Background: an optimization exercise with open tools, aiming at small area. Do not read the settings as production practice. Function was checked by simulation only, so behaviour that the tests miss may differ from the original. The flow treats the clock pin as an ideal source, which a real chip does not have. No activity file was given, so power comes from the tool's default toggle rates.

== P ==
==> flow/design.v (excerpt) <==
module MainClock(
	input CP50,  
	input Ctrl24To12,  
	input nCR,EN,  
	input SwitchMHToS,DisplayA,  
	input AdjH,AdjM,  
	output reg LEDAlarm,
	output LED0,
	output reg LEDZ,
	output [3:0] Choose,  
	output reg [6:0] HEX  
    );
export LEC_CHECK = 0
export ABC_AREA = 1
export CAP_MARGIN = 20
export CORE_MARGIN = 2
export CORE_UTILIZATION = 40
export SLEW_MARGIN = 20
create_clock -name core_clock -period 10.0 [get_ports {CP50}]
standard.sh (not shown) runs the stock make flow with config.mk's settings and CLKGATE_MAP_FILE= SYNTH_SCRIPT=/design/flow/synth_recipe.tcl, a recipe that flattens the netlist after the stock synthesis.
==> flow/flow/run.sh <==
#!/bin/bash
# Own layout flow: the standard ORFS flow (standard.sh's make call), except
#  - synthesis maps the combinational logic with flow/abc.script and no adder cells
#    (registers come out of the standard synthesis steps unchanged),
#  - ports are buffered with the smallest buffer,
#  - the clock tree is built without dummy loads (flow/cts_args.txt).
set -euo pipefail
W=$(pwd)
export MY_ABC_SCRIPT=$W/flow/abc.script
{ head -n 1 synth_recipe.tcl; cat flow/abc_override.tcl; tail -n +2 synth_recipe.tcl; } > my_synth.tcl
MAKE_LINE=$(grep '^make -C' standard.sh | sed 's/ "\${@:-finish}"$//')
MAKE_LINE=${MAKE_LINE//synth_recipe.tcl/my_synth.tcl}
grep -q my_synth.tcl <<< "$MAKE_LINE"
CTS="$(cat flow/cts_args.txt)"
eval "$MAKE_LINE" ADDER_MAP_FILE= \
  "'BUFFER_PORTS_ARGS=-buffer_cell sky130_fd_sc_hd__buf_1'" \
  "'CTS_ARGS=$CTS'" finish > flow.log 2>&1
F=$W/orfs/results/sky130hd/MainClock/base
: # left out here: write the final layout as DEF
==> flow/flow/abc.script <==
strash
&get -n
&deepsyn -T 30
&dch
&nf -R 1000
&put
topo
==> flow/flow/abc_override.tcl <==
# use this flow's own ABC script for the combinational mapping; registers are untouched
proc abc {args} {
  set i [lsearch -exact $args -script]
  if { $i >= 0 } { lset args [expr {$i + 1}] $::env(MY_ABC_SCRIPT) }
  yosys abc {*}$args
}
==> flow/flow/cts_args.txt <==
-sink_clustering_enable -repair_clock_nets -dont_use_dummy_load
Inputs modified between P and Q:
-- flow/flow/run.sh --
<<< P, line 4
#    (registers come out of the standard synthesis steps unchanged),
#  - ports are buffered with the smallest buffer,
#  - the clock tree is built without dummy loads (flow/cts_args.txt).
set -euo pipefail
W=$(pwd)
>>> Q, line 4
#    (registers come out of the standard synthesis steps unchanged),
#  - ports are buffered with the smallest buffer,
#  - the clock tree is built without dummy loads (flow/cts_args.txt), and its root
#    buffer, which drives only the leaf buffers, is a small one, and the leaves are
#    buf_6 (flow/post_cts.tcl).
set -euo pipefail
W=$(pwd)
<<< P, line 15
eval "$MAKE_LINE" ADDER_MAP_FILE= \
  "'BUFFER_PORTS_ARGS=-buffer_cell sky130_fd_sc_hd__buf_1'" \
  "'CTS_ARGS=$CTS'" finish > flow.log 2>&1
F=$W/orfs/results/sky130hd/MainClock/base
: # left out here: write the final layout as DEF
>>> Q, line 17
eval "$MAKE_LINE" ADDER_MAP_FILE= \
  "'BUFFER_PORTS_ARGS=-buffer_cell sky130_fd_sc_hd__buf_1'" \
  "'CTS_ARGS=$CTS'" POST_CTS_TCL=$W/flow/post_cts.tcl finish > flow.log 2>&1
F=$W/orfs/results/sky130hd/MainClock/base
: # left out here: write the final layout as DEF
==> flow/flow/post_cts.tcl (new file) <==
# The clock tree root only drives the four leaf buffers: use a small buffer for it.
set root [get_cells -quiet clkbuf_0_CP50]
if { [llength $root] == 1 } {
  replace_cell $root sky130_fd_sc_hd__clkbuf_2
  puts "post_cts: root clock buffer resized to clkbuf_2"
}
# The leaf buffers: buf_6 drives about as strongly as clkbuf_8 and is smaller.
foreach leaf [get_cells -quiet clkbuf_*_*__f_CP50] {
  replace_cell $leaf sky130_fd_sc_hd__buf_6
  puts "post_cts: [get_full_name $leaf] resized to buf_6"
}
- Looking at shortest clock period the worst path allows after layout, Q sits 0.081 ns lower than P does.
- [diff] relative slew slack, Q relative to P: improvement
- Comparing P and Q, cell-internal power is lower on Q.
- Of Q and P, it is Q that has the higher sequential cell fraction of total power.
- Wire length (lower): P
- Q was carried through to the last stage, and its layout satisfied the timing, design-rule and antenna checks.
Changes in R relative to Q:
-- flow/flow/run.sh --
<<< Q, line 5
#  - ports are buffered with the smallest buffer,
#  - the clock tree is built without dummy loads (flow/cts_args.txt), and its root
#    buffer, which drives only the leaf buffers, is a small one, and the leaves are
#    buf_6 (flow/post_cts.tcl).
set -euo pipefail
W=$(pwd)
>>> R, line 5
#  - ports are buffered with the smallest buffer,
#  - the clock tree is built without dummy loads (flow/cts_args.txt), and its root
#    buffer, which drives only the leaf buffers, is a small one (flow/post_cts.tcl).
set -euo pipefail
W=$(pwd)
==> flow/flow/post_cts.tcl <==
# The clock tree root only drives the four leaf buffers: use a small buffer for it.
set root [[ord::get_db_block] findInst clkbuf_0_CP50]
if { $root != "NULL" } {
  replace_cell $root sky130_fd_sc_hd__clkbuf_2
  puts "post_cts: root clock buffer resized to clkbuf_2"
}
## What came out
R | ERROR | 4_1_cts
Comparing R with Q, the multiplexer area fraction after synthesis came out essentially unchanged.
R -> Q: share of the synthesized area in compound gates (AO/OA/AOI/OAI) delta 0, exact match
The synthesized cell count of Q and that of R are within noise of each other.

[re-timing with driven ports]
No port has a modelled driver above. Below, the same layouts with a new extraction and two added sets of constraints.
Step 1: set_driving_cell puts a clkbuf_16 on CP50 and a buf_2 on each other input, an assumption about the parent block.
Step 2 also shifts input and output timing later by t, the mid clock arrival at the registers, as if the neighbouring blocks saw the same clock.
Slacks: no drivers / after step 1 / after step 2; pairs: no drivers / after step 1.
run | t, ns | slack for setup (ns) | worst setup path after step 2 | worst data-port slew with drivers (ns)
P | 0.318 | 4.977 / 4.978 / 4.660 | input to register | 0.03
Q | 0.377 | 5.058 / 5.057 / 4.680 | input to register | 0.03
After both steps setup and hold are still met in every run listed. The setup slack of Q, which loses most, moves by -0.001 ns with the drivers and by -0.378 ns with both steps.
